This design comes from an exercise in tuning for small area and a short achievable clock period on the open sky130 flow, not from production work. Where RTL was checked, it was by simulation tests only, not by an equivalence proof against the original. Power figures rest on the tool's default switching activity, not on a simulated workload.

Design top_riscv_core, start of the top module:
module top_riscv_core
#(
  parameter ADDR_WIDTH = 8,
  parameter ADDR_NUM = 256
)
(
    input clk,
    input rst_n,
    input boot_up,
    output valid,
    output [ADDR_WIDTH-1:0] imem_addr,
    input  [32-1 :0] imem_rdata,
    output [ADDR_WIDTH-1:0] dmem_addr,
    output dmem_re,
    output dmem_we,
    output [3:0] dmem_wmask,
    output [32-1 :0] dmem_wdata,
    input  [32-1 :0] dmem_rdata,
    output rf_we,
    output [5-1 :0] rf_waddr,
    output [32-1 :0] rf_wdata
);
export LEC_CHECK = 0
export CAP_MARGIN = 20
export CORE_MARGIN = 2
export CORE_UTILIZATION = 60
export SLEW_MARGIN = 20
export SYNTH_HIERARCHICAL = 1
export SYNTH_MINIMUM_KEEP_SIZE = 0
create_clock -name core_clock -period 11.0 [get_ports {clk}]
standard.sh (not shown) runs the stock make flow with config.mk's settings and CLKGATE_MAP_FILE= SYNTH_SCRIPT=/design/flow/synth_recipe.tcl, a recipe that flattens the netlist after the stock synthesis.
==> flow/flow/run.sh <==
#!/bin/bash
set -euo pipefail
export SETUP_SLACK_MARGIN=7.25
export CTS_ARGS="-sink_clustering_enable -repair_clock_nets -buf_list sky130_fd_sc_hd__clkbuf_8 -root_buf sky130_fd_sc_hd__clkbuf_16 -dont_use_dummy_load -sink_clustering_size 12 -sink_clustering_max_diameter 50"
export BUFFER_PORTS_ARGS="-buffer_cell sky130_fd_sc_hd__buf_4"
bash standard.sh > orfs_make.log 2>&1
Edit:
--- a/flow/design.v
+++ b/flow/design.v
@@ -44,17 +44,16 @@
     reg        a_add, a_sub, a_xor, a_or, a_and, a_sll, a_srl, a_sra, a_slt, a_sltu;
     reg        exR, exI, exL, exS, exB, exJ, exJR, exX, wen_ex;
     reg [4:0]  rd_ex, rs2_ex;
     reg        nb_ex, w_ex;
     reg [31:0] res_m, aux_m;
     reg        mR, mI, mL, mS, mJ, mJR, wen_m;
     reg [4:0]  rd_m;
     reg        nb_m, w_m;
-    reg        mb_m, mh_m, mw_m;    
     reg [31:0] res_rb;
     reg        rbL, rbR, rbI, rbJ, wen_rb;
     reg [4:0]  rd_rb;
     reg [31:0] gpr [1:31];
     always @(posedge clk) begin
         running <= rst_n & (running | (loaded & ~boot_up));
         loaded  <= rst_n & ~running & boot_up;
     end
@@ -231,49 +230,43 @@
         mL    <= exL;
         mS    <= exS;
         mJ    <= exJ;
         mJR   <= exJR;
         wen_m <= wen_ex;
         rd_m  <= rd_ex;
         nb_m  <= nb_ex;
         w_m   <= w_ex;
-        mb_m  <= ~nb_ex;
-        mh_m  <= nb_ex & ~w_ex;
-        mw_m  <= w_ex;
     end
-    assign mem_data = {({16{mw_m}} & dmem_rdata[31:16]) | {16{mb_m & dmem_rdata[7]}} |
-                       {16{mh_m & dmem_rdata[15]}},
-                       ({8{~mb_m}} & dmem_rdata[15:8]) | {8{mb_m & dmem_rdata[7]}},
+    wire byte_m = ~nb_m;
+    wire sx = byte_m ? dmem_rdata[7] : dmem_rdata[15];
+    assign mem_data = {w_m ? dmem_rdata[31:16] : {16{sx}},
+                       byte_m ? {8{dmem_rdata[7]}} : dmem_rdata[15:8],
                        dmem_rdata[7:0]};
     assign dmem_addr  = res_m[ADDR_WIDTH+1:2];
     assign dmem_re    = mL;
     assign dmem_we    = mS;
     assign dmem_wmask = {w_m, w_m, nb_m, 1'b1};
     assign dmem_wdata = aux_m;
-    reg rst_q;
-    always @(posedge clk) rst_q <= rst_n;
-    wire wsel_m = rst_q & mL;
-    wire wsel_j = rst_q & ~mL & mJR;
-    wire wsel_r = rst_q & ~mL & ~mJR;
-    wire [31:0] res_rb_n = ({32{wsel_m}} & mem_data) | ({32{wsel_j}} & aux_m) |
-                           ({32{wsel_r}} & res_m);
+    wire [31:0] res_rb_n = mL ? mem_data : mJR ? aux_m : res_m;
     always @(posedge clk) begin
         res_rb <= res_rb_n;
         rbL    <= mL;
         rbR    <= mR;
         rbI    <= mI;
         rbJ    <= mJ;
         wen_rb <= wen_m;
         rd_rb  <= rd_m;
     end
     assign rf_we    = wen_rb;
     assign rf_waddr = rd_rb;
     assign rf_wdata = res_rb;
-    wire [31:0] wd = res_rb_n;
+    reg rst_q;
+    always @(posedge clk) rst_q <= rst_n;
+    wire [31:0] wd = rst_q ? res_rb_n : 32'd0;
     integer i;
     always @(posedge clk) begin
         for (i = 1; i < 32; i = i + 1)
             if (~rst_q | (wen_m & (rd_m == i))) gpr[i] <= wd;
     end
     wire [31:0] ir_n = stall ? ir : imem_rdata;
     wire [31:1] fs1, fs2;
     wire [31:0] frd1, frd2;
@@ -284,21 +277,21 @@
             assign fs2[gi] = (imem_rdata[24:20] == gi);
         end
         for (gb = 0; gb < 32; gb = gb + 1) begin : g_col
             wire [31:1] col;
             for (gi = 1; gi < 32; gi = gi + 1) begin : g_bit
                 assign col[gi] = gpr[gi][gb];
             end
             wire [3:0] p1, p2;
-            rd7_m u_r1a (.s(fs1[7:1]), .d(col[7:1]), .o(p1[0]));
+            rd8_m u_r1a (.s({fs1[7:1], 1'b0}), .d({col[7:1], 1'b0}), .o(p1[0]));
             rd8_m u_r1b (.s(fs1[15:8]), .d(col[15:8]), .o(p1[1]));
             rd8_m u_r1c (.s(fs1[23:16]), .d(col[23:16]), .o(p1[2]));
             rd8_m u_r1d (.s(fs1[31:24]), .d(col[31:24]), .o(p1[3]));
-            rd7_m u_r2a (.s(fs2[7:1]), .d(col[7:1]), .o(p2[0]));
+            rd8_m u_r2a (.s({fs2[7:1], 1'b0}), .d({col[7:1], 1'b0}), .o(p2[0]));
             rd8_m u_r2b (.s(fs2[15:8]), .d(col[15:8]), .o(p2[1]));
             rd8_m u_r2c (.s(fs2[23:16]), .d(col[23:16]), .o(p2[2]));
             rd8_m u_r2d (.s(fs2[31:24]), .d(col[31:24]), .o(p2[3]));
             assign frd1[gb] = |p1;
             assign frd2[gb] = |p2;
         end
     endgenerate
     wire [4:0] rs1N = ir_n[19:15];
@@ -373,23 +366,16 @@
         tsel_j <= ir_n[2] & ir_n[3];
         tsel_u <= ir_n[2] & ~ir_n[3];
         tsel_b <= ~ir_n[2];
         pcid  <= pc;
         rd1_q <= ~stall ? frd1 : wbs1 ? res_rb : rd1_q;
         rd2_q <= ~stall ? frd2 : wbs2 ? res_rb : rd2_q;
     end
 endmodule
-module rd7_m (
-    input  [6:0] s,
-    input  [6:0] d,
-    output       o
-);
-    assign o = |(s & d);
-endmodule
 module rd8_m (
     input  [7:0] s,
     input  [7:0] d,
     output       o
 );
     assign o = |(s & d);
 endmodule
 module eq_sum (
The new run finished clean.
Fmax came out higher by a few percent.
Register-to-register slack improves by 0.096 ns.
Combinational power drops by a few percent.
Flip-flop and latch count fell by 2.
Count of clock-buffer cells in the layout falls by 3.
First-iteration DRC count is lower by a little under a tenth.
Via count increases slightly.
Power came out lower slightly.
Synthesized cell count climbs slightly.
For the first run of this note, only the layout was checked, not whether the RTL still works.

==> port drivers added, routing unchanged <==
How much do the figures lean on ideal ports? The routed layouts below were timed once more, with nothing changed but the port constraints.
Step 1 assumes that a clkbuf_16 drives the clock port and a buf_2 every other input.
Step 2 times the ports against the registers' clock, not the clock port: input delays grow and output delays shrink by t, the midpoint of the rising clock arrivals with the driver on.
Slacks: ideal / step 1 / step 2; pairs: ideal / step 1.
| run | shift t [ns] | setup slack, ns | hold slack, ns | worst data-port slew with drivers (ns) |
|---|---|---|---|---|
| the first run | 0.836 | 7.065 / 7.065 / 6.362 | 0.316 / 0.316 / 0.316 | 0.11 |
| the second run | 0.829 | 7.161 / 7.143 / 6.388 | 0.335 / 0.335 / 0.335 | 0.06 |
After both steps every run listed still meets setup and hold. For the second run, which loses most, drivers alone change the setup slack by -0.018 ns; drivers and shift together by -0.773 ns.
